What follows belongs to an exercise in optimizing a design on an open flow for small area, a short achievable clock period and few clock cycles; a production flow would make more cautious choices. Only simulation tests tie the RTL to the original design; equivalence was not proved.

==> flow/design.v (outline; a module is shown in full before it is edited, if it fits) <==
// module fundamental_milestone: 1560 lines
// module m1_fa: 4 lines
// module m1_ha: 4 lines
module fundamental_milestone (
		input logic Clock_50,
		input logic Resetn,
		input logic m1_enable,
		input logic [15:0] SRAM_read_data,
		output logic [15:0] SRAM_write_data,
		output logic SRAM_we_n,
		output logic [17:0] SRAM_address,
		output logic m1_disable
		);
  // ...
==> flow/flow/run.sh <==
#!/bin/bash
set -euo pipefail
cat >> config.mk <<'EOC'
export SETUP_SLACK_MARGIN = 11.8
EOC
bash standard.sh > standard.log 2>&1
==> flow/standard.sh <==
#!/bin/bash
# synth_recipe.tcl (not shown) runs the flow's synth.tcl, then flattens the netlist and writes it again
# the make line also repeats each setting of config.mk as NAME=value (left out here)
make -C /OpenROAD-flow-scripts/flow DESIGN_CONFIG=/design/flow/config.mk WORK_HOME=/design/flow/orfs CLKGATE_MAP_FILE= SYNTH_SCRIPT=/design/flow/synth_recipe.tcl "${@:-finish}"
==> flow/config.mk <==
export PLATFORM = sky130hd
export DESIGN_NAME = fundamental_milestone
export DESIGN_NICKNAME = fundamental_milestone
export VERILOG_FILES = /design/flow/design.v
export SDC_FILE = /design/flow/constraint.sdc
export NUM_CORES = 4
export LEC_CHECK = 0
export CAP_MARGIN = 20
export CORE_MARGIN = 2
export CORE_UTILIZATION = 50
export CTS_CLUSTER_DIAMETER = 70
export CTS_CLUSTER_SIZE = 36
export PLACE_DENSITY = 0.65
export SLEW_MARGIN = 20
export SYNTH_HIERARCHICAL = 1
export SYNTH_MINIMUM_KEEP_SIZE = 0
export SETUP_SLACK_MARGIN = 11.8
==> flow/constraint.sdc <==
create_clock -name core_clock -period 16.0 [get_ports {Clock_50}]
set_input_delay 3.2000 -clock core_clock [delete_from_list [all_inputs] [get_ports {Clock_50}]]
set_output_delay 3.2000 -clock core_clock [all_outputs]
set_load 0.01 [all_outputs]
==> impl_metrics.yaml, run 1 <==
synthesis:
  synthAdderAreaFrac_pct: 34.02
  yosys-top-cells-area: "fa_1 24%, edfxtp_1 20%, dfxtp_1 18%"
  ys_async_sr_fraction_pct: 0.8242
  yosysUniqueCellTypes: 78
  synthXorXnorAreaFrac_pct: 1.966
  syn_area_um2: 23170
worst_setup_path:
  reg2reg_to: "px_u[6]$_DFFE_PP_"
  endpoint: "SRAM_we_n"
  critical_path_class: "flip-flop to output pin"
  worstSetupEndpointType: "output pin"
  cp_num_buf_inv: 2
  crit_slowest_cell: "dfrtp_1"
  crit_start: "we$_DFF_PN0_"
  reg2reg_depth: 14
sta:
  max_freq_mhz: 232.9
  slew-limit-headroom_pct: 32.53
  hold_violations: 0
  min_period_ns: 4.295
  setup_violations: 0
clock_network:
  cts.path.max_buffers: 3
  post_cts_buffers: 29
  hold_buffers: 0
  cts_sinks: 364
finish:
  buffer_area_share_pct: 3.876
  instances_no_fill: 2637
  multi_input_cells: 1285
  fin_area_um2: 25890
  reg_top3: "SRAM_address (18), wp (18), up (17)"
  final_core_util_pct: 56.81
global_route:
  grt_max_degree: 57
  met2_usage_pct: 40.97
  grt_pass1_wl_um: 85640
  antenna_found_initial: 0
outcome:
  status: "finished clean"
die:
  dieArea_um2: 48080
  num_rows: 78
placement:
  place_inst: 2538
  place_congestion: 0.8826
detailed_routing:
  via_count: 14600
Testbench counts, summed over its fixed seeds: cycles 1,536,200.
==> run 2, diff against run 1 <==
--- a/flow/design.v
+++ b/flow/design.v
@@ -1622,18 +1622,19 @@
 	case (ph)
 		4'd9, 4'd4: begin px_y <= ybuf[15:8]; px_u <= {2'b00, us2}; px_v <= {2'b00, vs1}; end
 		4'd0, 4'd5: begin px_y <= ybuf[7:0];  px_u <= fout;          px_v <= fv; end
 		default:    begin px_y <= ybuf[7:0];                          px_v <= fv; end
 	endcase
 	r_a <= r_a_d; r_b <= r_b_d; r_c <= r_c_d;
 	g_a <= g_a_d; g_b <= g_b_d; g_c <= g_c_d;
 	b_a <= b_a_d; b_b <= b_b_d; b_c <= b_c_d;
+	hold <= q_b;
 	case (ph)
-		4'd1, 4'd6: begin SRAM_write_data <= {q_r, q_g}; hold <= q_b; end
+		4'd1, 4'd6: SRAM_write_data <= {q_r, q_g};
 		4'd2, 4'd7: SRAM_write_data <= {hold, q_r};
 		default:    SRAM_write_data <= {q_g, q_b};    
 	endcase
 end
 endmodule
 module m1_fa (input logic a, input logic b, input logic c, output logic s, output logic co);
 assign s = a ^ b ^ c;
 assign co = (a & b) | (a & c) | (b & c);
==> impl_metrics.yaml, run 2 <==
outcome:
  status: "finished clean"
synthesis:
  yosys-top-cells-count: "283 x fa_1, 213 x dfxtp_1, 211 x inv_1, 169 x ha_1, 148 x edfxtp_1"
  syn_area_per_cell_um2: 11.99
  synth_top_area_cell: "fa_1"
  synthSimpleGateAreaFrac_pct: 7.888
  yosys-top-cells-area: "fa_1 24%, edfxtp_1 19%, dfxtp_1 18%"
  synth_cells: 1957
  synth_compound_area_share_pct: 9.274
  ys_async_sr_fraction_pct: 0.8242
  syn_area_um2: 23460
  yosysUniqueCellTypes: 84
  synthXorXnorAreaFrac_pct: 1.941
  synth-seq-cells: 364
  ys.flop_type: "dfxtp_1"
  ys_seq_area_share_pct: 37.44
  synth_nets: 2428
  synth.mux.area_fraction_pct: 5.376
  synthAdderAreaFrac_pct: 33.60
  synth_warnings: 7
  synth_top_family_by_area: "adder cells"
  synth_edf_count: 148
  synth_top_area_share_pct: 24.15
  yosysMostFrequentCell: "fa_1"
worst_setup_path:
  worstSetupEndpointType: "flip-flop"
  worstPathRequired_ns: 16.32
  crit_slowest_cell: "fa_1"
  cpPeakStageDelay_ns: 0.55
  crit_path_max_fanout: 3
  critical_path_class: "flip-flop to flip-flop"
  crit_family: "adder cells"
  cpMostUsedCell: "fa_1"
  start_kind: "flip-flop"
  cp_num_buf_inv: 1
  critPathArrivalTime_ns: 4.64
  cp_cell_sequence: "fa_1, fa_1, fa_1, fa_1, nor2_1, or4b_1, a211oi_2, buf_4, a21oi_4, nand3b_1, a21oi_2, xnor2_2, mux2_4"
sta:
  finalMaxSlewViolations: 0
  setup_slack_ns: 11.68
  worstMarginPinSlew_ns: 1.054
  slew-limit-headroom_pct: 29.66
  hold_violations: 0
  finalSetupTns_ns: 0
  fin_worst_skew_ns: 0.02003
  fin_crit_sh_pct: 27.02
  rsz0062_at_grt: "true"
  max_freq_mhz: 231.3
  setup_violations: 0
  min_period_ns: 4.324
global_route:
  grt_pass1_wl_um: 88940
  globalRouteOverflowTotal: 0
  antenna_found_initial: 1
  grt_pass1_vias: 15530
  grtUsageTotal_pct: 24.14
  grt_max_degree: 57
detailed_routing:
  finalWirelength_um: 57150
  drc: 0
  via_count: 14980
  drtIter0Drc: 1037
  drtPass1Iterations: 6
  vias_per_cell: 5.598
  ant_nets: 0
  wire_per_inst_um: 21.36
placement:
  dpl.hpwl_um: 43090
  place_congestion: 0.9781
  dp_slack_ns: 11.44
  port_buffers: 54
die:
  num_rows: 79
  die_h_um: 220.6
  io_pins: 55
  dieArea_um2: 48670
  die_x_um: 220.6
  start_util_pct: 50.50
  core_region_area_um2: 46460
clock_network:
  htreeDepth: 1
  cts_tree: "built"
  cts_buffers: 27
  root_buffer: "clkbuf_16"
  cts.path.max_buffers: 3
  clock_latency_ns: 0.58
  clkTransAtPathRegs_ns: 0.08
  cts_sinks: 364
  hold_buffers: 0
finish:
  final_cell_mix: "276 x fa_1, 206 x inv_1, 169 x dfxtp_1, 161 x ha_1, 148 x edfxtp_1"
  area_growth_pct: 11.78
  drive_gt1_share_pct: 16.05
  mostFrequentLayoutCell: "fa_1"
  reg_top3: "SRAM_address (18), wp (18), up (17)"
  diodes: 0
  layout.nets: 2520
min_path:
  min_path_type: "flip-flop to flip-flop"
run:
  maxCapViolCount: 0
[run 2: per-stage QoR]
stage | std cells | area [µm²] | util, % | hold slack (ns)
6_report | 2676 | 26230 | 56.45 | 0.4506
5_1_grt | 2676 | 26230 | 56.45 | 0.4664
4_1_cts | 2650 | 25870 | 55.68 | 0.4476
3_5_place_dp | 2579 | 24660 | 53.08 | 0.4245
3_3_place_gp | 2579 | 24660 | 53.08 | 0.4240
2_1_floorplan | 1957 | 23460 | - | 0.4088
[run 2: worst register-to-register path, cell delays in order, from the launching register on]
cell      delay [ns]
dfxtp_2         0.36
fa_1            0.55
fa_1            0.43
fa_1            0.46
fa_1            0.55
nor2_1          0.08
or4b_1          0.53
a211oi_2        0.23
buf_4           0.17
a21oi_4         0.05
nand3b_1        0.14
a21oi_2         0.09
xnor2_2         0.16
mux2_4          0.28
[run 2: path summary, 6_finish.rpt]
path,from,endpoint,slack [ns],depth (start not counted)
min in group asynchronous,Resetn,m1_disable$_DFF_PN0_,2.82,1
hold reg to reg,hold[4]$_DFF_P_,SRAM_write_data[12]$_DFF_P_,0.45,2
setup reg to reg,p1[7]$_DFF_P_,px_u[5]$_DFFE_PP_,11.68,13
hold / removal,hold[4]$_DFF_P_,SRAM_write_data[12]$_DFF_P_,0.45,2
setup / recovery,p1[7]$_DFF_P_,px_u[5]$_DFFE_PP_,11.68,13
max in group asynchronous,Resetn,we$_DFF_PN0_,13.00,1
[run 2: cells by family (layout without fill, tap and decap cells)]
logic type      count (synthesis)  count (layout)
mux                           101             101
compound gates                324             324
flops                         364             364
fa+ha+maj                     462             462
simple gates                  385             385
buf+inv                       269             381
xor+xnor                       52              52
[run 2: repair_timing]
item                                    in CTS  in global routing
endpoints found under the hold margin        0                  0
endpoints found under the setup margin      57                 63
buffers inserted                            22                 26
pin swaps                                   18                 20
gates resized for setup                    215                 47
[run 2: area by class of cell]
class | instances | area (µm²)
sequential | 364 | 8871
clock inverter | 20 | 301.5
clock buffer | 29 | 683.2
tap | 607 | 759.5
inverter | 213 | 809.5
timing repair buffer | 119 | 1011
multi-input combinational | 1324 | 13790
fill | 3894 | 20230
[run 2: routing by layer]
metal	up-vias	track usage (%)	routed length, µm
met5	-	0	0
met4	0	6.933	1934
met3	105	3.423	3047
met2	399	40.46	27740
met1	7548	32.91	24430
li1	6928	-	-
[run 2: Yosys stat by module (local to each module, per instance)]
module                 cells inside  times used
fundamental_milestone          1646           1
m1_fa                             1         261
m1_ha                             1          50
Testbench counts of run 2, summed over its fixed seeds: cycles 1,536,200.

-- port drivers added, routing unchanged --
The results above use ideal ports. As a check the final layouts listed here were re-extracted and re-timed, cells and wires unchanged.
Step 1: set_driving_cell puts a clkbuf_16 on Clock_50 and a buf_2 on each other input, an assumption about the parent block.
Step 2, shift: input delay + t, output delay - t, t = (earliest + latest rising clock arrival at the registers) / 2. This alone moves slack from input paths to output paths.
a / b / c = ideal / step 1 / step 2; a / b = the first two.
| run | shift t [ns] | setup slack, ns | worst slew at a driven data input, ns |
|---|---|---|---|
| run 1 | 0.623 | 11.705 / 11.650 / 11.743 | 0.04 |
| run 2 | 0.621 | 11.676 / 11.660 / 11.676 | 0.04 |
After both steps setup and hold are still met in every run listed.
